This design comes from an exercise in tuning for small area, a short achievable clock period and few clock cycles on the open sky130 flow, not from production work.
The RTL was checked by simulation tests, not by an equivalence proof against the original design.
Power is estimated from default activity; no workload was simulated.

--- design/flow/config.mk ---
export PLATFORM = sky130hd
export DESIGN_NAME = riscv_pipeline
export DESIGN_NICKNAME = riscv_pipeline
export VERILOG_FILES = /design/flow/design.v
export SDC_FILE = /design/flow/constraint.sdc
export NUM_CORES = 4
export LEC_CHECK = 0
export CAP_MARGIN = 20
export CORE_MARGIN = 2
export CORE_UTILIZATION = 40
export SLEW_MARGIN = 20
--- design/flow/constraint.sdc ---
create_clock -name core_clock -period 15.0 [get_ports {clk}]
set_input_delay 3.0000 -clock core_clock [delete_from_list [all_inputs] [get_ports {clk}]]
set_output_delay 3.0000 -clock core_clock [all_outputs]
set_load 0.01 [all_outputs]
--- design/flow/design.v ---
module riscv_pipeline (
    input         clk,
    input         rst,
    output [31:0] imem_addr,
    input  [31:0] imem_rdata,
    output [31:0] dmem_addr,
    output [31:0] dmem_wdata,
    output        dmem_we,
    output [1:0]  dmem_size,
    input  [31:0] dmem_rdata
);
    reg  [31:0] opa;        
    reg  [31:0] opb;        
    reg  [31:0] alub;       
    reg  [31:2] pc4;        
    reg  [31:2] tgt;        
    reg  [4:0]  rd;
    reg         wen;        
    reg  [2:0]  f3;
    reg         alt;        
    reg         is_sub;     
    reg         c_jal, c_jalr, c_br, c_st;
    reg         r_alu, r_ld, r_imm, r_tgt, r_link;    
    reg  [31:0] rf [1:31];
    wire [31:0] sum = opa + alub;
    wire [32:0] dif = {1'b0, opa} - {1'b0, alub};
    wire        ltu = dif[32];
    wire        lt  = (opa[31] ^ alub[31]) ? opa[31] : dif[31];
    wire        eq  = (opa == alub);
    reg         cond;
    always @(*) begin
        case (f3[2:1])
            2'b00:   cond = eq;
            2'b10:   cond = lt;
            2'b11:   cond = ltu;
            default: cond = 1'b0;
        endcase
        cond = cond ^ f3[0];
    end
    wire take = c_jal | (c_br & cond);
    wire [31:2] npc = c_jalr ? sum[31:2] : take ? tgt : pc4;
    wire        shl = ~f3[2];
    reg  [31:0] sh_in;
    reg  [31:0] sll_r;
    integer k;
    always @(*) begin
        for (k = 0; k < 32; k = k + 1) sh_in[k] = shl ? opa[31-k] : opa[k];
    end
    wire [31:0] srx = $signed({alt & ~shl & opa[31], sh_in}) >>> alub[4:0];
    always @(*) begin
        for (k = 0; k < 32; k = k + 1) sll_r[k] = srx[31-k];
    end
    reg  [31:0] alu;
    always @(*) begin
        case (f3)
            3'd0: alu = is_sub ? dif[31:0] : sum;
            3'd1: alu = sll_r;
            3'd2: alu = {31'd0, lt};
            3'd3: alu = {31'd0, ltu};
            3'd4: alu = opa ^ alub;
            3'd5: alu = srx;
            3'd6: alu = opa | alub;
            default: alu = opa & alub;
        endcase
    end
    wire [31:0] ld = f3[1] ? dmem_rdata :
                     f3[0] ? {{16{~f3[2] & dmem_rdata[15]}}, dmem_rdata[15:0]} :
                             {{24{~f3[2] & dmem_rdata[7]}},  dmem_rdata[7:0]};
    wire [31:0] res = ({32{r_alu}}  & alu)
                    | ({32{r_ld}}   & ld)
                    | ({32{r_imm}}  & alub)
                    | ({32{r_tgt}}  & {tgt, 2'b00})
                    | ({32{r_link}} & {pc4, 2'b00});
    always @(posedge clk) begin
        if (wen) rf[rd] <= res;
    end
    assign imem_addr  = {npc, 2'b00};
    assign dmem_addr  = sum;
    assign dmem_wdata = opb;
    assign dmem_we    = c_st;
    assign dmem_size  = {f3[1], f3[1] | f3[0]};
    wire [31:0] in  = imem_rdata;
    wire [4:0]  op  = in[6:2];
    wire [4:0]  rs1 = in[19:15];
    wire [4:0]  rs2 = in[24:20];
    wire [4:0]  rdn = in[11:7];
    wire d_lui   = (op == 5'b01101);
    wire d_auipc = (op == 5'b00101);
    wire d_jal   = (op == 5'b11011);
    wire d_jalr  = (op == 5'b11001);
    wire d_br    = (op == 5'b11000);
    wire d_ld    = (op == 5'b00000);
    wire d_st    = (op == 5'b01000);
    wire d_opi   = (op == 5'b00100);
    wire d_op    = (op == 5'b01100);
    wire [31:0] rv1 = (rs1 == 5'd0) ? 32'd0 :
                      (wen && rd == rs1) ? res : rf[rs1];
    wire [31:0] rv2 = (rs2 == 5'd0) ? 32'd0 :
                      (wen && rd == rs2) ? res : rf[rs2];
    wire [31:0] imm_i = {{20{in[31]}}, in[31:20]};
    wire [31:0] imm_s = {{20{in[31]}}, in[31:25], in[11:7]};
    wire [31:0] imm_u = {in[31:12], 12'd0};
    wire [31:0] imm_b = {{20{in[31]}}, in[7], in[30:25], in[11:8], 1'b0};
    wire [31:0] imm_j = {{12{in[31]}}, in[19:12], in[20], in[30:21], 1'b0};
    wire [31:0] imm   = d_st ? imm_s : d_lui ? imm_u : imm_i;
    wire [31:0] immt  = d_jal ? imm_j : d_br ? imm_b : imm_u;
    always @(posedge clk) begin
        opa  <= rv1;
        opb  <= rv2;
        alub <= (d_op | d_br) ? rv2 : imm;
        tgt  <= npc + immt[31:2];
        rd   <= rdn;
        f3   <= in[14:12];
        alt  <= in[30];
        is_sub <= d_op & in[30];
        r_alu  <= d_op | d_opi;
        r_ld   <= d_ld;
        r_imm  <= d_lui;
        r_tgt  <= d_auipc;
        r_link <= d_jal | d_jalr;
        if (rst) begin
            pc4    <= 30'd0;
            wen    <= 1'b0;
            c_jal  <= 1'b0;
            c_jalr <= 1'b0;
            c_br   <= 1'b0;
            c_st   <= 1'b0;
        end else begin
            pc4    <= npc + 30'd1;
            wen    <= (d_lui | d_auipc | d_jal | d_jalr | d_ld | d_opi | d_op)
                      & (rdn != 5'd0);
            c_jal  <= d_jal;
            c_jalr <= d_jalr;
            c_br   <= d_br;
            c_st   <= d_st;
        end
    end
endmodule
--- design/flow/run.sh ---
#!/bin/bash
# synth_recipe.tcl (not shown) runs the flow's synth.tcl, then flattens the netlist and writes it again
# the make line also repeats each setting of config.mk as NAME=value (left out here)
make -C /OpenROAD-flow-scripts/flow DESIGN_CONFIG=/design/flow/config.mk WORK_HOME=/design/flow/orfs CLKGATE_MAP_FILE= SYNTH_SCRIPT=/design/flow/synth_recipe.tcl finish
==> results of run 1 <==
-- cell families after synthesis --
family	Yosys count	synth area share, %
buf+inv	521	3.24
flops	1168	52.9
xor+xnor	126	1.76
other cells	1	0.00595
mux	797	20.2
fa+ha+maj	127	2.56
simple gates	987	6.75
compound gates	1183	12.6
-- layout make-up --
type / count / area, µm²
Fill cell: 13883 / 84900
Sequential cell: 1168 / 33300
Multi-Input combinational cell: 3222 / 28000
Clock buffer: 178 / 3600
Timing Repair Buffer: 300 / 2710
Tap cell: 2058 / 2570
Clock inverter: 61 / 766
Inverter: 138 / 518
Antenna cell: 3 / 7.51
-- routing by layer --
metal / routed length (µm) / track usage (%)
met1: 92400 / 37.6
met5: 27 / 0
met2: 108000 / 44.9
met4: 11200 / 12.8
met3: 20600 / 5.08
-- where the power goes --
group          switching, mW  total [mW]  internal [mW]
clock                   1.39        3.30           1.91
sequential            0.0711        3.64           3.57
combinational          0.902        1.44          0.535
total                   2.36        8.38           6.02
-- final timing paths --
check | from | cells after the start | to | slack [ns]
max reg2reg | alub[2] | 44 | tgt[30] | 3.81
min | pc4[26] | 5 | pc4[26] | 0.81
max | alub[2] | 28 | imem_addr[29] | 2.88
min reg2reg | pc4[26] | 5 | pc4[26] | 0.81
-- sequential cells by signal, indices dropped and copies added (netlist names), 3 cells and up --
| register | cells |
|---|---|
| alub | 32 |
| f3 | 3 |
| tgt | 30 |
| opb | 32 |
| pc4 | 30 |
| rd | 5 |
| rf | 992 |
| opa | 32 |
-- critical path: cells and delay by family (launching register included) --
family          cells  cell delay (ns)
mux                 1             0.19
fa+ha+maj           2             0.98
compound gates     17             4.77
simple gates        2             0.18
buf+inv             6             1.84
flops               1             0.31
-- through the flow --
stage,instances,area (µm²)
5_1_grt,7125,71500
2_1_floorplan,4911,63000
3_3_place_gp,6886,67200
6_report,7128,71500
4_1_cts,7125,71500
3_5_place_dp,6886,67200
-- placed cells by master (no fill, tap or decap), types with 132 or more instances in the layout --
master,synthesis,layout
edfxtp_1,992,992
nor2_1,476,441
mux2i_1,409,409
mux4_2,377,377
a21oi_1,310,310
nand2_1,289,288
o21ai_0,179,175
dfxtp_1,176,171
clkdlybuf4s50_1,0,150
a211oi_1,145,145
buf_4,3,139
clkbuf_16,0,137
inv_1,132,132
==> flow_metrics.env, run 1 <==
export IMPL_post_synth_top_count_cell="edfxtp_1"
export IMPL_critPathRequiredTime_ns=12.00
export IMPL_grt_pass1_wl_um=327000
export IMPL_period_minus_slack_ns=12.12
export IMPL_numClockSinks=1168
export IMPL_fin_total_pwr_mw=8.38
export IMPL_ys_types=95
export IMPL_gr_total_overflow=0
export IMPL_endpoint_kind="primary output"
export IMPL_final_max_slew_violation_count=0
export IMPL_finalHoldViolCount=0
export IMPL_yosysSeqAreaShare_pct=52.9
export IMPL_rsz0062_at_grt="no"
export IMPL_clk_pin_slew_ns=0.06
export IMPL_cap_violations=0
export IMPL_fin_hold_ws_ns=0.814
export IMPL_ys_top_cells_by_count="edfxtp_1 (992), nor2_1 (476), mux2i_1 (409)"
export IMPL_postSynthCellCount=4910
export IMPL_post_cts_resized=0
export IMPL_post_cts_setup_buffers=0
export IMPL_crit_fanout=43
export IMPL_path_class="flip-flop to primary output"
export IMPL_vias=45852
export IMPL_grt_pass1_vias=44452
export IMPL_p_leak_nw=25.0
export IMPL_die_x_um=401
export IMPL_cpMostUsedCell="a21oi_1"
export IMPL_powerDensity_nw_per_um2=117
export IMPL_place_gp_congestion=0.990
export IMPL_grt_use_total_pct=28.2
export IMPL_fin_ws_ns=2.88
export IMPL_drt_pass1_iterations=7
export IMPL_htree_levels=4
export IMPL_pin_count=165
export IMPL_clock_latency_ns=0.79
export IMPL_yosys_warnings=1
export IMPL_worst_ep_arrival_time_ns=9.12
export IMPL_synth_edff_count=992
export IMPL_drc=0
export IMPL_nets=5154
export IMPL_avgViaCountPerCell=6.43
export IMPL_async_flop_share_pct=0
export IMPL_setup_tns_ns=0
export IMPL_port_buffers=160
export IMPL_start_kind="flip-flop"
export IMPL_final_core_util_pct=45.7
export IMPL_cpPeakStageDelay_ns=0.71
export IMPL_relSlewSlack_pct=21.5
export IMPL_ys_ff_latch=1168
export IMPL_max_freq_mhz=82.5
export IMPL_core_um2=156000
export IMPL_syn_to_final_growth_pct=13.6
export IMPL_clock_path_buffers=3
export IMPL_ant_nets=0
export IMPL_tritoncts="yes"
export IMPL_irDropWorstVdd_mv=0.121
export IMPL_synth_top_area_share_pct=47.3
export IMPL_drtIter0Drc=5994
export IMPL_skew_ns=0.0355
export IMPL_yosys_top_cells_area="edfxtp_1 (47%), mux4_2 (13%), mux2i_1 (6.5%)"
export IMPL_dp_hpwl_um=149000
export IMPL_synth_ff_type="edfxtp_1"
export IMPL_dieArea_um2=161000
export IMPL_numCtsBuffers=134
export IMPL_post_route_period_util_pct=80.8
export IMPL_route_final_wire_length_um=232000
export IMPL_post_place_ws_ns=3.97
export IMPL_start_util_pct=40.3
export IMPL_setup_violations=0
export IMPL_avgSynthCellArea_um2=12.8
export IMPL_fp_row_count=145
export IMPL_drive_gt1_share_pct=16.4
export IMPL_min_path_type="flip-flop to flip-flop"
export IMPL_syn_area_um2=63000
export IMPL_cts_root_buf="clkbuf_16"
export IMPL_routedWlPerCell_um=32.5
export IMPL_outcome="complete, no violations"
export IMPL_yosysTopAreaCell="edfxtp_1"
export IMPL_die_height_um=401
export IMPL_cp_slowest_cell="o21ai_0"
export IMPL_tightest_slew_ns=1.17
export IMPL_ctsHoldBuffers=0
export IMPL_grt_max_degree=113
export IMPL_antenna_found_initial=11
Testbench counts, summed over its fixed seeds: cycles 127,730.
==> inputs of run 2 (changes only) <==
--- a/design/flow/design.v
+++ b/design/flow/design.v
@@ -1 +1,30 @@
+module add4 #(parameter N = 32) (
+    input  [N-1:0] a,
+    input  [N-1:0] b,
+    input          ci,
+    output [N-1:0] s,
+    output         co
+);
+    reg [N:0] g, p, gn, pn;
+    integer l, i;
+    always @(*) begin
+        g = {a & b, ci};
+        p = {a ^ b, 1'b0};
+        for (l = 1; l <= N; l = l * 2) begin
+            for (i = 0; i <= N; i = i + 1) begin
+                if (i >= l) begin
+                    gn[i] = g[i] | (p[i] & g[i-l]);
+                    pn[i] = p[i] & p[i-l];
+                end else begin
+                    gn[i] = g[i];
+                    pn[i] = p[i];
+                end
+            end
+            g = gn;
+            p = pn;
+        end
+    end
+    assign s  = (a ^ b) ^ g[N-1:0];
+    assign co = g[N];
+endmodule
 module riscv_pipeline (
@@ -11,5 +40,7 @@
 );
+    localparam K = 2;
     reg  [31:0] opa;        
-    reg  [31:0] opb;        
     reg  [31:0] alub;       
+    reg  [31:0] ap;         
+    reg  [32:0] ag;         
     reg  [31:2] pc4;        
@@ -20,3 +51,2 @@
     reg         alt;        
-    reg         is_sub;     
     reg         c_jal, c_jalr, c_br, c_st;
@@ -24,7 +54,30 @@
     reg  [31:0] rf [1:31];
-    wire [31:0] sum = opa + alub;
-    wire [32:0] dif = {1'b0, opa} - {1'b0, alub};
-    wire        ltu = dif[32];
-    wire        lt  = (opa[31] ^ alub[31]) ? opa[31] : dif[31];
-    wire        eq  = (opa == alub);
+    reg  [32:0] eg, ep, egn, epn;
+    integer l, i, j;
+    always @(*) begin
+        eg = ag;
+        for (i = 0; i <= 32; i = i + 1) begin
+            ep[i] = 1'b1;
+            for (j = i - (1 << K) + 1; j <= i; j = j + 1)
+                ep[i] = ep[i] & ((j >= 1) ? ap[j-1] : 1'b0);
+        end
+        for (l = (1 << K); l <= 32; l = l * 2) begin
+            for (i = 0; i <= 32; i = i + 1) begin
+                if (i >= l) begin
+                    egn[i] = eg[i] | (ep[i] & eg[i-l]);
+                    epn[i] = ep[i] & ep[i-l];
+                end else begin
+                    egn[i] = eg[i];
+                    epn[i] = ep[i];
+                end
+            end
+            eg = egn;
+            ep = epn;
+        end
+    end
+    wire [31:0] sum  = ap ^ eg[31:0];
+    wire        cout = eg[32];
+    wire        ltu = ~cout;
+    wire        lt  = (opa[31] != alub[31]) ? opa[31] : sum[31];
+    wire        eq  = &ap;      
     reg         cond;
@@ -55,3 +108,3 @@
         case (f3)
-            3'd0: alu = is_sub ? dif[31:0] : sum;
+            3'd0: alu = sum;
             3'd1: alu = sll_r;
@@ -78,3 +131,3 @@
     assign dmem_addr  = sum;
-    assign dmem_wdata = opb;
+    assign dmem_wdata = alub;
     assign dmem_we    = c_st;
@@ -104,9 +157,34 @@
     wire [31:0] imm_j = {{12{in[31]}}, in[19:12], in[20], in[30:21], 1'b0};
+    wire        inv   = d_br | ((d_op | d_opi) & (in[14:13] == 2'b01))
+                      | (d_op & in[30] & (in[14:12] == 3'd0));
     wire [31:0] imm   = d_st ? imm_s : d_lui ? imm_u : imm_i;
     wire [31:0] immt  = d_jal ? imm_j : d_br ? imm_b : imm_u;
+    wire [31:0] bx    = ((d_op | d_br) ? rv2 : imm) ^ {32{inv}};
+    reg  [32:0] fg, fp, fgn, fpn;
+    always @(*) begin
+        fg = {rv1 & bx, inv};
+        fp = {rv1 ^ bx, 1'b0};
+        for (l = 1; l < (1 << K); l = l * 2) begin
+            for (i = 0; i <= 32; i = i + 1) begin
+                if (i >= l) begin
+                    fgn[i] = fg[i] | (fp[i] & fg[i-l]);
+                    fpn[i] = fp[i] & fp[i-l];
+                end else begin
+                    fgn[i] = fg[i];
+                    fpn[i] = fp[i];
+                end
+            end
+            fg = fgn;
+            fp = fpn;
+        end
+    end
+    wire [31:2] tgt_n, pc4_n;
+    add4 #(30) u_tgt (.a(npc), .b(immt[31:2]), .ci(1'b0), .s(tgt_n), .co());
+    add4 #(30) u_inc (.a(npc), .b(30'd0), .ci(1'b1), .s(pc4_n), .co());
     always @(posedge clk) begin
         opa  <= rv1;
-        opb  <= rv2;
-        alub <= (d_op | d_br) ? rv2 : imm;
-        tgt  <= npc + immt[31:2];
+        alub <= (d_op | d_br | d_st) ? rv2 : imm;
+        ap   <= rv1 ^ bx;
+        ag   <= fg;
+        tgt  <= tgt_n;
         rd   <= rdn;
@@ -114,3 +192,2 @@
         alt  <= in[30];
-        is_sub <= d_op & in[30];
         r_alu  <= d_op | d_opi;
@@ -128,3 +205,3 @@
         end else begin
-            pc4    <= npc + 30'd1;
+            pc4    <= pc4_n;
             wen    <= (d_lui | d_auipc | d_jal | d_jalr | d_ld | d_opi | d_op)
==> run 2 against run 1 <==
  * Still clean on timing, DRC and antenna
  * Area after synthesis grew 0.75%
  * Highest routed layer unchanged
  * Largest power group unchanged
  * Non-clock buffer count grew 5
  * Critical path depth shrank 15
  * Utilization shrank 0.052 points
  * Flip-flop and latch count grew 32
==> flow_metrics.env, run 2 <==
export IMPL_final_cell_mix="edfxtp_1 (992), mux4_2 (400), mux2i_1 (380)"
export IMPL_die_height_um=402
export IMPL_setup_violations=0
export IMPL_dp_hpwl_um=145000
export IMPL_ys_top_cells_by_count="edfxtp_1 (992), mux4_2 (400), nor2_1 (382)"
export IMPL_drive_gt1_share_pct=17.7
export IMPL_period_minus_slack_ns=8.51
export IMPL_yosysTopAreaCell="edfxtp_1"
export IMPL_drc=0
export IMPL_synth_edff_count=992
export IMPL_vias=45983
export IMPL_post_route_period_util_pct=56.7
export IMPL_drt_pass1_iterations=11
export IMPL_grt_pass1_wl_um=326000
export IMPL_tightest_slew_ns=1.15
export IMPL_numCtsBuffers=134
export IMPL_r2r_slack_ns=8.01
export IMPL_start_util_pct=40.2
export IMPL_syn_area_um2=63500
export IMPL_relSlewSlack_pct=22.3
export IMPL_postPlaceCellArea_um2=67700
export IMPL_max_freq_mhz=117
export IMPL_worst_ep_arrival_time_ns=5.51
export IMPL_ctsHoldBuffers=0
export IMPL_avgSynthCellArea_um2=13.2
export IMPL_route_final_wire_length_um=232000
export IMPL_min_path_type="flip-flop to flip-flop"
export IMPL_post_cts_resized=0
export IMPL_place_gp_congestion=0.959
export IMPL_setup_tns_ns=0
export IMPL_syn_to_final_growth_pct=13.8
export IMPL_gr_total_overflow=0
export IMPL_core_um2=158000
export IMPL_skew_ns=0.0516
export IMPL_drtIter0Drc=6038
export IMPL_p_leak_nw=25.3
export IMPL_ant_nets=0
export IMPL_largest_register="rf"
export IMPL_cts_root_buf="clkbuf_16"
export IMPL_avgViaCountPerCell=6.50
export IMPL_die_x_um=402
export IMPL_yosys_top_cells_area="edfxtp_1 (47%), mux4_2 (14%), dfxtp_1 (6.6%)"
export IMPL_nets=5078
export IMPL_start_kind="flip-flop"
export IMPL_post_synth_top_count_cell="edfxtp_1"
export IMPL_nFillCells=13947
export IMPL_ys_types=97
export IMPL_antenna_found_initial=6
export IMPL_largest_reg_flops=992
export IMPL_postSynthCellCount=4814
export IMPL_clock_path_buffers=3
export IMPL_clock_latency_ns=0.80
export IMPL_rsz0062_at_grt="no"
export IMPL_async_flop_share_pct=0
export IMPL_crit_fanout=37
export IMPL_cap_violations=0
export IMPL_pin_count=165
export IMPL_htree_levels=4
export IMPL_numClockSinks=1200
export IMPL_reg_top3="rf x992, ag x33"
export IMPL_ys_ff_latch=1200
export IMPL_dieArea_um2=162000
export IMPL_critPathRequiredTime_ns=12.00
export IMPL_finalHoldViolCount=0
export IMPL_final_max_slew_violation_count=0
export IMPL_synth_top_area_share_pct=46.9
export IMPL_grt_use_total_pct=28.1
export IMPL_irDropWorstVdd_mv=0.115
export IMPL_clk_pin_slew_ns=0.06
export IMPL_yosysSeqAreaShare_pct=53.5
export IMPL_layout_commonest_cell="edfxtp_1"
export IMPL_post_cts_setup_buffers=0
export IMPL_grt_max_degree=92
export IMPL_fp_row_count=146
export IMPL_powerDensity_nw_per_um2=118
export IMPL_grt_pass1_vias=44241
export IMPL_synth_ff_type="edfxtp_1"
export IMPL_port_buffers=160
export IMPL_yosys_warnings=2
export IMPL_routedWlPerCell_um=32.8
export IMPL_tritoncts="yes"
export IMPL_path_class="flip-flop to primary output"
export IMPL_final_area_um2=72200
export IMPL_endpoint_kind="primary output"
export IMPL_outcome="complete, no violations"
-- run 2: power by group --
part / internal (mW) / switching (mW)
Clock: 1.84 / 1.45
Combinational: 0.529 / 0.897
Sequential: 3.69 / 0.132
-- run 2: metrics by stage --
| step | power [mW] | hold slack, ns | cells | util [%] | worst slack (ns) |
|---|---|---|---|---|---|
| 2_1_floorplan | 4.61 | 0.663 | 4815 | - | 7.97 |
| 3_5_place_dp | 5.27 | 0.730 | 6826 | 42.9 | 7.04 |
| 6_report | 8.53 | 0.752 | 7076 | 45.7 | 6.49 |
| 4_1_cts | 8.53 | 0.747 | 7067 | 45.6 | 6.61 |
| 3_3_place_gp | 5.26 | 0.715 | 6826 | 42.9 | 7.01 |
| 5_1_grt | 8.77 | 0.807 | 7069 | 45.7 | 6.39 |
-- run 2: per-layer routing --
metal	track usage (%)	wire length (µm)
met3	5.86	23400
met2	42.9	104000
met1	38.2	92000
met4	13.4	12100
met5	0	46
-- run 2: final cells by class --
class / count / area [µm²] / area share, %
clock inverter: 74 / 855 / 1.18
inverter: 118 / 443 / 0.614
multi-input combinational: 3133 / 28000 / 38.8
timing repair buffer: 305 / 2800 / 3.87
tap: 2072 / 2590 / 3.59
antenna: 7 / 17.5 / 0.0243
sequential: 1200 / 34000 / 47.0
clock buffer: 167 / 3550 / 4.92
-- run 2: path summary, 6_finish.rpt --
kind | to | startpoint | cells past startpoint
worst max-delay path | imem_addr[28] | f3[1] | 13
worst min-delay path | pc4[2] | pc4[2] | 3
worst max register to register | tgt[29] | f3[1] | 25
worst min register to register | pc4[2] | pc4[2] | 3
-- run 2: worst max-delay path, stage by stage, from the launching register on --
cell,delay [ns]
dfxtp_1,0.34
buf_4,0.26
inv_2,0.08
buf_4,0.41
nand2_1,0.19
nor2_1,0.28
o2111ai_4,0.25
o211ai_2,0.36
nand3_2,0.63
buf_4,0.42
mux2_2,0.24
nand2_1,0.04
o21ai_0,0.44
clkdlybuf4s50_1,0.72
-- run 2: cell families (layout without fill, tap and decap cells) --
kind of cell	Yosys count	count (layout)	synth area share [%]
muxes	807	807	20.7
AOI/OAI and AO/OA	1150	1150	12.2
xor gates and xnor gates	129	129	1.80
adders and majority gates	122	122	2.41
and+or+nand+nor	923	923	6.47
buffers and inverters	482	664	2.96
other	1	9	0.00591
DFF	1200	1200	53.5
Testbench counts of run 2, summed over its fixed seeds: cycles 127,730.
==> inputs of run 3 (changes only) <==
--- a/design/flow/design.v
+++ b/design/flow/design.v
@@ -148,6 +148,14 @@
     wire d_op    = (op == 5'b01100);
-    wire [31:0] rv1 = (rs1 == 5'd0) ? 32'd0 :
-                      (wen && rd == rs1) ? res : rf[rs1];
-    wire [31:0] rv2 = (rs2 == 5'd0) ? 32'd0 :
-                      (wen && rd == rs2) ? res : rf[rs2];
+    reg  [31:0] rf1, rf2;
+    integer r;
+    always @(*) begin
+        rf1 = 32'd0;
+        rf2 = 32'd0;
+        for (r = 1; r < 32; r = r + 1) begin
+            rf1 = rf1 | ({32{rs1 == r}} & rf[r]);
+            rf2 = rf2 | ({32{rs2 == r}} & rf[r]);
+        end
+    end
+    wire [31:0] rv1 = (wen && rd == rs1) ? res : rf1;
+    wire [31:0] rv2 = (wen && rd == rs2) ? res : rf2;
     wire [31:0] imm_i = {{20{in[31]}}, in[31:20]};
==> run 3 against run 2 <==
  * Flip-flop and latch count unchanged
  * Final cell count decreased by 3.8%
  * Clock skew increased by 0.090 ns
  * Cell area is 7.8% lower
  * Die area decreased by 9.3%
==> flow_metrics.env, run 3 <==
export IMPL_outcome="complete, no violations"
export IMPL_syn_area_um2=57500
export IMPL_largest_reg_flops=992
export IMPL_avgSynthCellArea_um2=12.3
export IMPL_die_x_um=383
export IMPL_antenna_found_initial=10
export IMPL_setup_tns_ns=0
export IMPL_dp_hpwl_um=164000
export IMPL_routedWlPerCell_um=42.2
export IMPL_nets=4995
export IMPL_cpPeakStageDelay_ns=0.69
export IMPL_clock_latency_ns=0.82
export IMPL_min_path_type="flip-flop to flip-flop"
export IMPL_gr_total_overflow=0
export IMPL_start_util_pct=40.2
export IMPL_path_class="flip-flop to primary output"
export IMPL_final_max_slew_violation_count=0
export IMPL_drc=0
export IMPL_layout_commonest_cell="edfxtp_1"
export IMPL_ys_ff_latch=1200
export IMPL_period_minus_slack_ns=8.59
export IMPL_grt_pass1_wl_um=383000
export IMPL_numCtsBuffers=119
export IMPL_pin_count=165
export IMPL_tritoncts="yes"
export IMPL_yosys_warnings=2
export IMPL_postSynthCellCount=4680
export IMPL_numClockSinks=1200
export IMPL_postPlaceCellArea_um2=62400
export IMPL_core_um2=143000
export IMPL_irDropWorstVdd_mv=0.127
export IMPL_fin_hold_ws_ns=0.754
export IMPL_grt_use_total_pct=37.6
export IMPL_nFillCells=12719
export IMPL_crit_chain="buf_4, nand2_1, a41o_1, nor2_1, nand4b_1, mux2_2, nand2_1, and3_1, a221oi_1, inv_1, clkdlybuf4s50_1"
export IMPL_grt_max_degree=68
export IMPL_post_synth_top_count_cell="edfxtp_1"
export IMPL_post_route_period_util_pct=57.3
export IMPL_post_cts_setup_buffers=0
export IMPL_dieArea_um2=147000
export IMPL_cts_root_buf="clkbuf_16"
export IMPL_drtIter0Drc=11956
export IMPL_path_buf_inv=3
export IMPL_cp_slowest_cell="buf_4"
export IMPL_multi_input_area_um2=22800
export IMPL_rsz0062_at_grt="no"
export IMPL_final_cell_mix="edfxtp_1 (992), a22oi_1 (435), a221oi_1 (259)"
export IMPL_p_leak_nw=22.4
export IMPL_ctsHoldBuffers=0
export IMPL_powerDensity_nw_per_um2=126
export IMPL_drive_gt1_share_pct=12.9
export IMPL_worst_ep_arrival_time_ns=5.59
export IMPL_post_cts_resized=0
export IMPL_max_freq_mhz=116
export IMPL_yosys_top_cells_area="edfxtp_1 (52%), dfxtp_1 (7.2%), a22oi_1 (5.7%)"
export IMPL_endpoint_kind="primary output"
export IMPL_place_gp_congestion=1.01
export IMPL_crit_fanout=67
export IMPL_vias=51401
export IMPL_relSlewSlack_pct=12.3
export IMPL_clock_path_buffers=3
export IMPL_start_kind="flip-flop"
export IMPL_final_area_um2=66600
export IMPL_cpLargestDelayFamily="simple AND/OR/NAND/NOR gates"
export IMPL_grt_pass1_vias=47045
export IMPL_tightest_slew_ns=1.31
export IMPL_avgViaCountPerCell=7.55
export IMPL_largest_register="rf"
export IMPL_ys_types=96
export IMPL_yosysTopAreaCell="edfxtp_1"
export IMPL_cpMostUsedCell="nand2_1"
export IMPL_clk_pin_slew_ns=0.06
export IMPL_reg_top3="rf x992, ag x33"
export IMPL_async_flop_share_pct=0
export IMPL_setup_violations=0
export IMPL_route_final_wire_length_um=287000
export IMPL_seqCellArea_um2=34000
export IMPL_synth_top_area_share_pct=51.8
export IMPL_finalHoldViolCount=0
export IMPL_yosysSeqAreaShare_pct=59.0
export IMPL_synth_ff_type="edfxtp_1"
export IMPL_ant_nets=0
export IMPL_skew_ns=0.142
export IMPL_cap_violations=0
export IMPL_r2r_slack_ns=7.67
export IMPL_drt_pass1_iterations=10
export IMPL_port_buffers=160
export IMPL_ys_top_cells_by_count="edfxtp_1 (992), a22oi_1 (435), nor2_1 (349)"
export IMPL_synth_edff_count=992
export IMPL_critPathRequiredTime_ns=12.00
export IMPL_syn_to_final_growth_pct=15.7
export IMPL_fp_row_count=139
export IMPL_htree_levels=3
export IMPL_die_height_um=383
## run 3: through the flow
step                      setup slack, ns  cells  power, mW  util [%]
final                                6.41   6810       8.39      46.5
after global routing                 6.20   6804       8.54      46.5
after CTS                            6.47   6801       8.30      46.5
after detailed placement             6.49   6582       5.22      43.6
after global placement               6.52   6582       5.21      43.6
after floorplan                      7.88   4681       4.52         -
## run 3: path summary, 6_finish.rpt
path	end	start	cells after the start
hold reg to reg	pc4[26]	pc4[26]	3
setup / recovery	imem_addr[21]	f3[2]	11
setup reg to reg	tgt[31]	f3[2]	23
hold / removal	pc4[26]	pc4[26]	3
## run 3: layer usage
metal	wire length, µm	track usage (%)	share of wire [%]	vias to the layer above
met1	95400	46.5	33	24774
met5	417	0.992	0.15	-
met3	52400	17.3	18	1569
met4	24900	23.9	8.7	14
li1	-	-	-	19313
met2	114000	52.9	40	5731
## run 3: area by class of cell
class / instances / area share, %
Sequential cell: 1200 / 51.0
Multi-Input combinational cell: 3033 / 34.2
Clock buffer: 144 / 4.78
Timing Repair Buffer: 346 / 4.50
Tap cell: 1903 / 3.58
Clock inverter: 75 / 1.38
Inverter: 102 / 0.575
Antenna cell: 7 / 0.0263
## run 3: power breakdown
group	switching [mW]	internal, mW	leakage [nW]
Clock	1.36	1.79	1.99
Combinational	0.904	0.474	9.66
Sequential	0.164	3.70	10.8
Total	2.43	5.96	22.4
## run 3: cell families (layout without fill, tap and decap cells)
| kind of cell | Yosys count | in the layout | share of synthesized area (%) |
|---|---|---|---|
| muxes | 125 | 125 | 3.14 |
| buffers and inverters | 448 | 667 | 3.01 |
| and+or+nand+nor | 1022 | 1022 | 8.73 |
| other | 1 | 9 | 0.00652 |
| AOI/OAI and AO/OA | 1640 | 1640 | 21.6 |
| xor gates and xnor gates | 117 | 117 | 1.78 |
| adders and majority gates | 127 | 127 | 2.77 |
| DFF | 1200 | 1200 | 59.0 |
## run 3: worst register-to-register path, delay by kind of cell (launching register included)
family	cells	cell delay, ns
AO/OA/AOI/OAI	13	3.73
AND/OR/NAND/NOR	6	1.50
buffers and inverters	1	0.69
flip-flops	1	0.46
adder cells (fa/ha/maj)	1	0.35
multiplexers	1	0.32
XOR/XNOR	1	0.15
Testbench counts of run 3, summed over its fixed seeds: cycles 127,730.
==> inputs of run 4 (changes only) <==
==> design/flow/flow/run.sh (new file) <==
#!/bin/bash
set -euo pipefail
bash standard.sh SETUP_SLACK_MARGIN=9 finish > standard_flow.log 2>&1
==> design/flow/standard.sh (new file) <==
#!/bin/bash
# synth_recipe.tcl (not shown) runs the flow's synth.tcl, then flattens the netlist and writes it again
# the make line also repeats each setting of config.mk as NAME=value (left out here)
make -C /OpenROAD-flow-scripts/flow DESIGN_CONFIG=/design/flow/config.mk WORK_HOME=/design/flow/orfs CLKGATE_MAP_FILE= SYNTH_SCRIPT=/design/flow/synth_recipe.tcl "${@:-finish}"
removed: design/flow/run.sh
==> run 4 against run 3 <==
  * Setup slack better by 1.9 ns
  * Register-to-register slack improved by 1.4 ns
  * Die area unchanged
  * Synthesized cell count stayed put
  * Critical path type unchanged
==> flow_metrics.env, run 4 <==
export IMPL_start_kind="flip-flop"
export IMPL_ys_top_cells_by_count="edfxtp_1 (992), a22oi_1 (435), nor2_1 (349)"
export IMPL_gr_total_overflow=0
export IMPL_final_max_slew_violation_count=0
export IMPL_place_inst=6585
export IMPL_drtIter0Drc=12471
export IMPL_start_util_pct=40.2
export IMPL_vias=53087
export IMPL_routedWlPerCell_um=42.4
export IMPL_clock_path_buffers=3
export IMPL_grt_max_degree=60
export IMPL_synth_ff_type="edfxtp_1"
export IMPL_dp_hpwl_um=172000
export IMPL_min_path_type="flip-flop to flip-flop"
export IMPL_yosys_top_cells_area="edfxtp_1 (52%), dfxtp_1 (7.2%), a22oi_1 (5.7%)"
export IMPL_route_final_wire_length_um=301000
export IMPL_irDropWorstVdd_mv=0.112
export IMPL_powerDensity_nw_per_um2=124
export IMPL_htree_levels=3
export IMPL_endpoint_kind="primary output"
export IMPL_ant_nets=0
export IMPL_largest_reg_flops=992
export IMPL_core_um2=143000
export IMPL_nFillCells=12198
export IMPL_clock_latency_ns=0.84
export IMPL_tritoncts="yes"
export IMPL_ctsHoldBuffers=0
export IMPL_setup_tns_ns=0
export IMPL_grt_pass1_vias=49148
export IMPL_tightest_slew_ns=1.21
export IMPL_drt_pass1_iterations=11
export IMPL_relSlewSlack_pct=19.2
export IMPL_drive_gt1_share_pct=23.6
export IMPL_synth_edff_count=992
export IMPL_ys_ff_latch=1200
export IMPL_die_x_um=383
export IMPL_post_route_period_util_pct=44.8
export IMPL_cts_root_buf="clkbuf_16"
export IMPL_grt_met2_usage_pct=55.7
export IMPL_worst_ep_arrival_time_ns=3.71
export IMPL_avgViaCountPerCell=7.49
export IMPL_post_synth_top_count_cell="edfxtp_1"
export IMPL_rsz0062_at_grt="yes"
export IMPL_largest_register="rf"
export IMPL_max_freq_mhz=149
export IMPL_place_gp_congestion=0.971
export IMPL_setup_violations=0
export IMPL_crit_fanout=5
export IMPL_p_leak_nw=24.6
export IMPL_layout_commonest_cell="edfxtp_1"
export IMPL_numClockSinks=1200
export IMPL_syn_to_final_growth_pct=24.1
export IMPL_antenna_found_initial=7
export IMPL_skew_ns=0.0989
export IMPL_async_flop_share_pct=0
export IMPL_postSynthCellCount=4680
export IMPL_syn_area_um2=57500
export IMPL_outcome="complete, no violations"
export IMPL_port_buffers=160
export IMPL_stdcell_count=7091
export IMPL_fp_row_count=139
export IMPL_fin_hold_ws_ns=0.843
export IMPL_numCtsBuffers=121
export IMPL_drc=0
export IMPL_clk_pin_slew_ns=0.06
export IMPL_period_minus_slack_ns=6.71
export IMPL_ys_types=96
export IMPL_finalHoldViolCount=0
export IMPL_final_core_util_pct=49.9
export IMPL_grt_use_met1_pct=47.1
export IMPL_nets=5271
export IMPL_die_height_um=383
export IMPL_path_class="flip-flop to primary output"
export IMPL_busiest_layer="met2"
export IMPL_yosys_warnings=2
export IMPL_synth_top_area_share_pct=51.8
export IMPL_yosysTopAreaCell="edfxtp_1"
export IMPL_final_cell_mix="edfxtp_1 (992), a22oi_1 (434), buf_4 (343)"
export IMPL_reg_top3="rf x992, ag x33"
export IMPL_dieArea_um2=147000
export IMPL_grt_pass1_wl_um=402000
export IMPL_critPathRequiredTime_ns=12.00
export IMPL_multi_input_area_um2=24600
export IMPL_yosysSeqAreaShare_pct=59.0
export IMPL_grt_use_total_pct=39.4
export IMPL_avgSynthCellArea_um2=12.3
export IMPL_seqCellArea_um2=34100
export IMPL_pin_count=165
export IMPL_met3_usage_pct=17.6
export IMPL_cap_violations=0
[run 4: cell counts after synthesis]
Identical to the previous run, type by type.
[run 4: path summary, 6_finish.rpt]
check,from,endpoint,slack (ns),cells past startpoint
max,alub[31],imem_addr[7],8.29,16
min,rf[27][10],alub[10],0.84,6
max reg2reg,alub[31],tgt[30],9.03,29
min reg2reg,rf[27][10],alub[10],0.84,6
[run 4: timing repair]
item / 4_1_cts / 5_1_grt
setup buffers: 193 / 68
cloned: 8 / 0
resized for setup: 555 / 200
endpoints found under the setup margin: 192 / 89
pin swaps: 116 / 102
[run 4: cell type report]
cell class	count	share of cell area, %
diodes	5	0.0175
clock buffers	150	4.54
clock inverters	78	1.37
inverters	102	0.557
multi-input cells	3038	34.5
flip-flops and latches	1200	47.7
well taps	1903	3.33
repair buffers	614	8.02
repair inverters	1	0.00701
[run 4: critical path: stages, from the launching register on]
cell and delay, ns:
dfxtp_4 0.40, inv_2 0.06, ha_4 0.29, buf_6 0.10
nor2_4 0.05, o21ai_1 0.09, and3_4 0.21, nor2_2 0.03
mux2_4 0.32, buf_6 0.14, buf_6 0.10, buf_6 0.11
o21a_4 0.21, or2_4 0.30, buf_12 0.15, a211oi_4 0.23
buf_2 0.18
[run 4: kinds of logic after synthesis]
family / count (synthesis) / synth area share, %
XOR/XNOR: 117 / 1.78
AND/OR/NAND/NOR: 1022 / 8.73
flip-flops: 1200 / 59.0
multiplexers: 125 / 3.14
buffers and inverters: 448 / 3.01
AO/OA/AOI/OAI: 1640 / 21.6
adder cells (fa/ha/maj): 127 / 2.77
other: 1 / 0.00652
[run 4: routing by layer]
metal / vias to the layer above / wire length [µm] / part of all wire (%)
met1: 25485 / 97700 / 33
met5: - / 576 / 0.19
met3: 1732 / 51700 / 17
met4: 16 / 29600 / 9.9
li1: 19890 / - / -
met2: 5964 / 121000 / 40
[run 4: where the power goes]
part	switching [mW]	leakage [nW]	internal [mW]	total [mW]
combinational	1.05	11.8	0.703	1.75
clock	1.39	2.05	1.84	3.23
sequential	0.168	10.8	3.71	3.88
[run 4: stage by stage]
| step | instance area (µm²) | power [mW] | setup slack, ns |
|---|---|---|---|
| after global routing | 71400 | 9.01 | 8.20 |
| after CTS | 70100 | 8.65 | 8.30 |
| final | 71400 | 8.86 | 8.29 |
| after detailed placement | 62600 | 5.24 | 6.62 |
| after global placement | 62500 | 5.23 | 6.69 |
| after floorplan | 57700 | 4.52 | 8.65 |
==> inputs of run 5 (changes only) <==
--- a/design/flow/design.v
+++ b/design/flow/design.v
@@ -51,3 +51,4 @@
     reg         alt;        
-    reg         c_jal, c_jalr, c_br, c_st;
+    reg         c_jal, c_jalr, c_st;
+    reg         b_eq, b_ne, b_lt, b_ge, b_ltu, b_geu;    
     reg         r_alu, r_ld, r_imm, r_tgt, r_link;    
@@ -82,13 +83,4 @@
     wire        eq  = &ap;      
-    reg         cond;
-    always @(*) begin
-        case (f3[2:1])
-            2'b00:   cond = eq;
-            2'b10:   cond = lt;
-            2'b11:   cond = ltu;
-            default: cond = 1'b0;
-        endcase
-        cond = cond ^ f3[0];
-    end
-    wire take = c_jal | (c_br & cond);
+    wire take = c_jal | (b_eq & eq) | (b_ne & ~eq) | (b_lt & lt) | (b_ge & ~lt)
+              | (b_ltu & ltu) | (b_geu & ~ltu);
     wire [31:2] npc = c_jalr ? sum[31:2] : take ? tgt : pc4;
@@ -167,4 +159,6 @@
                       | (d_op & in[30] & (in[14:12] == 3'd0));
-    wire [31:0] imm   = d_st ? imm_s : d_lui ? imm_u : imm_i;
-    wire [31:0] immt  = d_jal ? imm_j : d_br ? imm_b : imm_u;
+    wire        sel_s = in[5] & ~in[4] & ~in[2];    
+    wire        sel_u = in[4] & in[2];              
+    wire [31:0] imm   = sel_s ? imm_s : sel_u ? imm_u : imm_i;
+    wire [31:0] immt  = in[3] ? imm_j : in[6] ? imm_b : imm_u;   
     wire [31:0] bx    = ((d_op | d_br) ? rv2 : imm) ^ {32{inv}};
@@ -210,3 +204,8 @@
             c_jalr <= 1'b0;
-            c_br   <= 1'b0;
+            b_eq   <= 1'b0;
+            b_ne   <= 1'b0;
+            b_lt   <= 1'b0;
+            b_ge   <= 1'b0;
+            b_ltu  <= 1'b0;
+            b_geu  <= 1'b0;
             c_st   <= 1'b0;
@@ -218,3 +217,8 @@
             c_jalr <= d_jalr;
-            c_br   <= d_br;
+            b_eq   <= d_br & (in[14:12] == 3'd0);
+            b_ne   <= d_br & (in[14:12] == 3'd1);
+            b_lt   <= d_br & (in[14:12] == 3'd4);
+            b_ge   <= d_br & (in[14:12] == 3'd5);
+            b_ltu  <= d_br & (in[14:12] == 3'd6);
+            b_geu  <= d_br & (in[14:12] == 3'd7);
             c_st   <= d_st;
==> run 5 against run 4 <==
  * Now fails the layout checks on max-capacitance violations, max-slew violations
  * First-iteration DRC count decreased by 0.54%
  * Critical path depth decreased by 3
  * Register-to-register slack improved by 0.06 ns
  * Critical path type unchanged
  * Sequential power about the same
  * Critical endpoint is now imem_addr[22]
  * Worst hold slack got worse by 0.045 ns
  * Largest power group unchanged
  * Non-clock buffer count decreased by 15
==> flow_metrics.env, run 5 <==
export IMPL_outcome="failed layout checks"
export IMPL_so_faults="max-capacitance violations, max-slew violations"
export IMPL_start_util_pct=40.3
export IMPL_route_final_wire_length_um=301000
export IMPL_yosys_top_cells_area="edfxtp_1 (51%), a22oi_1 (8.6%), dfxtp_1 (7.4%)"
export IMPL_skew_ns=0.0479
export IMPL_ctsHoldBuffers=0
export IMPL_start_kind="flip-flop"
export IMPL_path_depth=13
export IMPL_endpoint="imem_addr[22]"
export IMPL_core_um2=144000
export IMPL_yosysSeqAreaShare_pct=58.8
export IMPL_max_freq_mhz=152
export IMPL_tritoncts="yes"
export IMPL_tightest_slew_ns=1.54
export IMPL_setup_violations=0
export IMPL_cpLargestDelayFamily="simple AND/OR/NAND/NOR gates"
export IMPL_drtIter0Drc=12404
export IMPL_ys_types=94
export IMPL_powerDensity_nw_per_um2=125
export IMPL_finalHoldViolCount=0
export IMPL_final_max_slew_violation_count=3
export IMPL_post_route_period_util_pct=43.8
export IMPL_reg_top3="rf x992, ag x33"
export IMPL_cpPeakStageDelay_ns=0.37
export IMPL_r2r_end="ag[19]"
export IMPL_routedWlPerCell_um=42.2
export IMPL_cts_root_buf="clkbuf_16"
export IMPL_largest_reg_flops=992
export IMPL_synth_edff_count=992
export IMPL_largest_register="rf"
export IMPL_grt_pass1_wl_um=398000
export IMPL_yosys_warnings=2
export IMPL_place_gp_congestion=1.00
export IMPL_cpMostUsedCell="nand4_1"
export IMPL_post_synth_top_count_cell="edfxtp_1"
export IMPL_die_x_um=385
export IMPL_clk_pin_slew_ns=0.06
export IMPL_die_height_um=385
export IMPL_drt_pass1_iterations=22
export IMPL_clock_path_buffers=3
export IMPL_syn_to_final_growth_pct=23.1
export IMPL_rsz0062_at_grt="yes"
export IMPL_ys_ff_latch=1205
export IMPL_htree_levels=4
export IMPL_drive_gt1_share_pct=21.9
export IMPL_syn_area_um2=58000
export IMPL_period_minus_slack_ns=6.58
export IMPL_fin_hold_ws_ns=0.798
export IMPL_cp_slowest_cell="dfxtp_4"
export IMPL_cap_violations=1
export IMPL_synth_top_area_share_pct=51.4
export IMPL_gr_total_overflow=0
export IMPL_setup_tns_ns=0
export IMPL_avgViaCountPerCell=7.51
export IMPL_nets=5318
export IMPL_clock_latency_ns=0.80
export IMPL_async_flop_share_pct=0
export IMPL_final_area_um2=71400
export IMPL_relSlewSlack_pct=-3.23
export IMPL_dp_hpwl_um=172000
export IMPL_yosysTopAreaCell="edfxtp_1"
export IMPL_ys_top_cells_by_count="edfxtp_1 (992), a22oi_1 (666), nor2_1 (289)"
export IMPL_path_class="flip-flop to primary output"
export IMPL_r2r_cells=16
export IMPL_fp_row_count=139
export IMPL_final_cell_mix="edfxtp_1 (992), a22oi_1 (665), buf_4 (344)"
export IMPL_p_leak_nw=24.9
export IMPL_antenna_found_initial=22
export IMPL_avgSynthCellArea_um2=12.3
export IMPL_drc=0
export IMPL_nFillCells=12465
export IMPL_postSynthCellCount=4726
export IMPL_irDropWorstVdd_mv=0.135
export IMPL_worst_ep_arrival_time_ns=3.58
export IMPL_layout_commonest_cell="edfxtp_1"
export IMPL_dieArea_um2=148000
export IMPL_path_buf_inv=6
export IMPL_port_buffers=160
export IMPL_min_path_type="flip-flop to flip-flop"
export IMPL_crit_chain="nand4_1, nor3_4, nand4_1, buf_4, nand4_1, o2111a_2, buf_6, buf_12, buf_12, nand3_2, a31oi_1, buf_4, buf_6"
export IMPL_numCtsBuffers=130
export IMPL_r2r_slack_ns=9.09
export IMPL_postPlaceCellArea_um2=63000
export IMPL_critPathRequiredTime_ns=12.00
export IMPL_reg2reg_from="f3[2]"
export IMPL_ant_nets=0
export IMPL_grt_use_total_pct=39.0
export IMPL_numClockSinks=1205
export IMPL_endpoint_kind="primary output"
export IMPL_grt_pass1_vias=48886
export IMPL_vias=53619
export IMPL_pin_count=165
export IMPL_crit_start="ap[21]"
export IMPL_grt_max_degree=64
export IMPL_crit_fanout=5
export IMPL_synth_ff_type="edfxtp_1"
run 5: cell types whose count changed in the layout (fill, tap and decap cells not counted), moves of 22 or more:
cell      delta
buf_6       -28
a221oi_1   -122
xor2_1      +29
a22o_1     -115
and4_1      +22
nor2_1      -54
mux2i_1     +45
nand2_1     +66
a22oi_1    +231
a21oi_1     -35
o21ai_2     +33
run 5: timing repair:
action / CTS / global route
gates resized for setup: 541 / 168
hold endpoints to repair: 0 / 0
cloned: 8 / 3
buffers inserted: 159 / 59
setup endpoints to repair: 186 / 82
pin swaps: 75 / 48
run 5: cell type report:
type / count / area (µm²) / area share [%]
flip-flops and latches: 1205 / 34100 / 47.8
multi-input cells: 3079 / 24500 / 34.3
repair buffers: 599 / 5630 / 7.89
clock buffers: 151 / 3390 / 4.75
well taps: 1903 / 2380 / 3.34
clock inverters: 76 / 902 / 1.26
inverters: 109 / 413 / 0.579
diodes: 12 / 30.0 / 0.0421
repair inverters: 1 / 5.00 / 0.00701
run 5: how the worst min path moves through the flow:
stage / startpoint / endpoint / slack (ns) / depth (start not counted)
3_5_place_dp: pc4[2] / pc4[5] / 0.76 / 5
4_1_cts: pc4[2] / pc4[5] / 0.77 / 5
3_3_place_gp: pc4[2] / pc4[5] / 0.75 / 5
6_report: pc4[2] / pc4[5] / 0.80 / 5
5_1_grt: pc4[2] / pc4[5] / 0.84 / 5
2_1_floorplan: rf[29][31] / alub[31] / 0.67 / 4
run 5: tightest hold or removal path: stages, from the launching register on:
cell,delay [ns]
dfxtp_1,0.33
nand3_1,0.11
o211ai_1,0.09
o21ai_0,0.09
xor2_1,0.07
nor2_1,0.07
run 5: where the power goes:
| part | switching [mW] | internal, mW |
|---|---|---|
| clock network | 1.40 | 1.89 |
| logic | 1.06 | 0.651 |
| registers | 0.168 | 3.73 |
| total | 2.64 | 6.27 |
run 5: stage by stage:
stage,power (mW),setup slack [ns],instances,utilization [%]
detailed placement,5.33,6.68,6666,43.9
global placement,5.33,6.66,6666,43.9
CTS,8.71,8.53,7060,48.8
floorplan,4.58,8.95,4727,-
global route,9.07,8.45,7124,49.7
finish,8.91,8.42,7135,49.7
run 5: logic make-up (layout without fill, tap and decap cells):
logic type,Yosys count,after routing,synth area share [%]
multiplexers,185,185,4.48
AO/OA/AOI/OAI,1606,1608,20.3
flip-flops,1205,1205,58.8
buffers and inverters,446,936,3.02
XOR/XNOR,116,116,1.75
AND/OR/NAND/NOR,1040,1041,8.92
adder cells (fa/ha/maj),127,127,2.75
other,1,14,0.00647
run 5: layer usage:
layer	vias up	GRT usage, %	routed length (µm)
met3	1724	17.5	54500
met2	6146	55.2	121000
met4	28	26.8	27500
met1	25711	47.4	97700
met5	-	0	320
li1	20010	-	-
Testbench counts of run 5, summed over its fixed seeds: cycles 127,730.
==> inputs of run 6 (changes only) <==
--- a/design/flow/config.mk
+++ b/design/flow/config.mk
@@ -9,3 +9,3 @@
 export CORE_MARGIN = 2
-export CORE_UTILIZATION = 40
+export CORE_UTILIZATION = 55
 export SLEW_MARGIN = 20
==> run 6 against run 5 <==
  * Now clean on timing, DRC and antenna
  * Sequential power is essentially flat
  * Utilization rose by 17 points
  * Cell area fell by 2.2%
  * First-iteration DRC count rose by 11%
  * Fmax increased by 1.3%
  * Clock power hardly changed
  * Die area decreased by 27%
  * Combinational power fell by 5%
  * Total power decreased by 0.37%
  * Area after synthesis is the same
==> flow_metrics.env, run 6 <==
export IMPL_fin_total_pwr_mw=8.88
export IMPL_outcome="complete, no violations"
export IMPL_place_inst=6136
export IMPL_grt_max_degree=58
export IMPL_core_um2=105000
export IMPL_powerDensity_nw_per_um2=127
export IMPL_yosysSeqAreaShare_pct=58.8
export IMPL_setup_violations=0
export IMPL_routedWlPerCell_um=45.3
export IMPL_cap_violations=0
export IMPL_place_gp_congestion=1.04
export IMPL_syn_to_final_growth_pct=20.4
export IMPL_drive_gt1_share_pct=20.1
export IMPL_final_area_um2=69800
export IMPL_clock_path_buffers=3
export IMPL_pin_count=165
export IMPL_nFillCells=7896
export IMPL_worst_ep_arrival_time_ns=3.49
export IMPL_dp_hpwl_um=165000
export IMPL_numCtsBuffers=130
export IMPL_multi_input_area_um2=24100
export IMPL_rsz0062_at_grt="yes"
export IMPL_grt_use_total_pct=53.6
export IMPL_p_leak_nw=24.5
export IMPL_finalHoldViolCount=0
export IMPL_layout_commonest_cell="edfxtp_1"
export IMPL_post_synth_top_count_cell="edfxtp_1"
export IMPL_vias=53620
export IMPL_final_core_util_pct=66.5
export IMPL_grt_pass1_vias=49124
export IMPL_ys_top_cells_by_count="edfxtp_1 (992), a22oi_1 (666), nor2_1 (289)"
export IMPL_start_kind="flip-flop"
export IMPL_fp_row_count=119
export IMPL_ant_nets=0
export IMPL_clock_latency_ns=0.77
export IMPL_fin_ws_ns=8.51
export IMPL_largest_reg_flops=992
export IMPL_synth_edff_count=992
export IMPL_reg_top3="rf x992, ag x33"
export IMPL_tritoncts="yes"
export IMPL_final_max_slew_violation_count=0
export IMPL_setup_tns_ns=0
export IMPL_synth_ff_type="edfxtp_1"
export IMPL_largest_register="rf"
export IMPL_relSlewSlack_pct=9.15
export IMPL_route_final_wire_length_um=298000
export IMPL_drc=0
export IMPL_postSynthCellCount=4726
export IMPL_ys_types=94
export IMPL_gr_total_overflow=0
export IMPL_postPlaceCellArea_um2=62300
export IMPL_r2r_slack_ns=9.16
export IMPL_yosysTopAreaCell="edfxtp_1"
export IMPL_post_place_ws_ns=6.87
export IMPL_drtIter0Drc=13720
export IMPL_stdcell_count=6578
export IMPL_die_height_um=329
export IMPL_clk_pin_slew_ns=0.06
export IMPL_fin_hold_ws_ns=0.814
export IMPL_dieArea_um2=108000
export IMPL_synth_top_area_share_pct=51.4
export IMPL_yosys_warnings=2
export IMPL_post_route_period_util_pct=43.3
export IMPL_critPathRequiredTime_ns=12.00
export IMPL_tightest_slew_ns=1.36
export IMPL_busiest_layer="met2"
export IMPL_port_buffers=160
export IMPL_crit_fanout=4
export IMPL_die_x_um=329
export IMPL_drt_pass1_iterations=14
export IMPL_async_flop_share_pct=0
export IMPL_cts_root_buf="clkbuf_16"
export IMPL_numClockSinks=1205
export IMPL_skew_ns=0.0324
export IMPL_irDropWorstVdd_mv=0.121
export IMPL_nets=5270
export IMPL_yosys_top_cells_area="edfxtp_1 (51%), a22oi_1 (8.6%), dfxtp_1 (7.4%)"
export IMPL_grt_pass1_wl_um=396000
export IMPL_antenna_found_initial=15
export IMPL_final_cell_mix="edfxtp_1 (992), a22oi_1 (665), buf_4 (307)"
export IMPL_ys_ff_latch=1205
export IMPL_seqCellArea_um2=34100
export IMPL_min_path_type="flip-flop to flip-flop"
export IMPL_grt_use_met1_pct=63.6
export IMPL_avgSynthCellArea_um2=12.3
export IMPL_syn_area_um2=58000
export IMPL_start_util_pct=55.2
export IMPL_max_freq_mhz=154
export IMPL_htree_levels=4
export IMPL_path_class="flip-flop to primary output"
export IMPL_period_minus_slack_ns=6.49
export IMPL_endpoint_kind="primary output"
export IMPL_grt_met2_usage_pct=75.3
export IMPL_met3_usage_pct=24.6
export IMPL_avgViaCountPerCell=8.15
run 6: cell types whose count changed in the layout (fill, tap and decap cells not counted), moves of 6 or more:
cell	previous run	this run
buf_8	13	7
o21ai_2	43	36
buf_4	344	307
nor4_1	18	26
clkbuf_16	132	138
clkinv_2	21	14
dfxtp_2	12	19
nor4_2	12	2
o21ai_0	135	145
dfxtp_4	21	15
clkinv_1	24	16
buf_12	26	19
clkbuf_1	16	26
run 6: path summary, 6_finish.rpt:
| path | from | end | depth (start not counted) |
|---|---|---|---|
| worst min-delay path | rf[28][30] | alub[30] | 5 |
| worst max-delay path | ap[21] | imem_addr[26] | 12 |
| worst min register to register | rf[28][30] | alub[30] | 5 |
| worst max register to register | f3[2] | ag[6] | 15 |
run 6: report_power, final:
| part | internal [mW] | switching, mW | total, mW |
|---|---|---|---|
| registers | 3.73 | 0.182 | 3.91 |
| logic | 0.611 | 1.02 | 1.63 |
| clock network | 1.95 | 1.38 | 3.33 |
| total | 6.29 | 2.58 | 8.88 |
run 6: logic make-up after synthesis:
group                    count (synthesis)  share of synthesized area, %
AO/OA/AOI/OAI                         1606                          20.3
XOR/XNOR                               116                          1.75
adder cells (fa/ha/maj)                127                          2.75
buffers and inverters                  446                          3.02
flip-flops                            1205                          58.8
multiplexers                           185                          4.48
other                                    1                       0.00647
AND/OR/NAND/NOR                       1040                          8.92
run 6: worst max-delay path, cell delays in order, from the launching register on:
cell,delay [ns]
dfxtp_4,0.37
nand4_1,0.17
nor3_4,0.30
nand4_1,0.29
buf_4,0.23
nand4_1,0.09
o2111a_2,0.33
nand2_4,0.12
buf_12,0.15
mux2_4,0.32
a21boi_4,0.16
inv_2,0.09
buf_6,0.12
run 6: per-layer routing:
metal	routed length (µm)	part of all wire [%]
met4	32500	11
met2	119000	40
met3	52300	18
met1	93700	31
met5	504	0.17
run 6: timing repair:
action	CTS	global route
gates cloned	3	3
setup buffers	150	39
hold endpoints to repair	0	0
hold buffers	0	0
pin swaps	79	49
gates resized for setup	470	156
setup endpoints to repair	171	82
run 6: cell type report:
| cell class | count | share of cell area, % |
|---|---|---|
| Timing Repair inverter | 1 | 0.00717 |
| Timing Repair Buffer | 554 | 7.24 |
| Multi-Input combinational cell | 3076 | 34.5 |
| Antenna cell | 15 | 0.0538 |
| Inverter | 109 | 0.592 |
| Tap cell | 1391 | 2.49 |
| Clock buffer | 165 | 5.08 |
| Clock inverter | 62 | 1.13 |
| Sequential cell | 1205 | 48.9 |

[afterwards: timing with drivers on the ports]
In the flow no input, the clock included, has a driving cell. The finished layouts below were timed again as built, in two steps.
Step 1 sets driving cells, clkbuf_16 on the clock port and buf_2 on the other inputs (assumed; they add their load-dependent delay and slew).
Step 2 moves the port delays by t, midway between the first and last clock arrival at a register: inputs arrive t later, outputs are due t later. That takes back most of the time a late clock gives input paths.
Slacks: ideal / step 1 / step 2; pairs: ideal / step 1.
run | t, ns | slack for setup (ns) | worst setup path at the end | worst slew at a driven data input, ns | pins driven straight from the clock port
run 1 | 0.859 | 2.883 / 2.800 / 3.659 | register to output | 0.08 | 1
run 2 | 0.859 | 6.489 / 6.407 / 6.800 | input to register | 0.17 | 1
run 3 | 0.825 | 6.407 / 6.328 / 6.153 | input to register | 0.05 | 1
run 4 | 0.869 | 8.287 / 8.207 / 8.135 | input to register | 0.07 | 1
run 5 | 0.851 | 8.425 / 8.347 / 8.110 | input to register | 0.19 | 1
run 6 | 0.839 | 8.507 / 8.425 / 8.063 | input to register | 0.05 | 1
The setup slack of run 6, which loses most, moves by -0.082 ns with the drivers and by -0.444 ns with both steps.
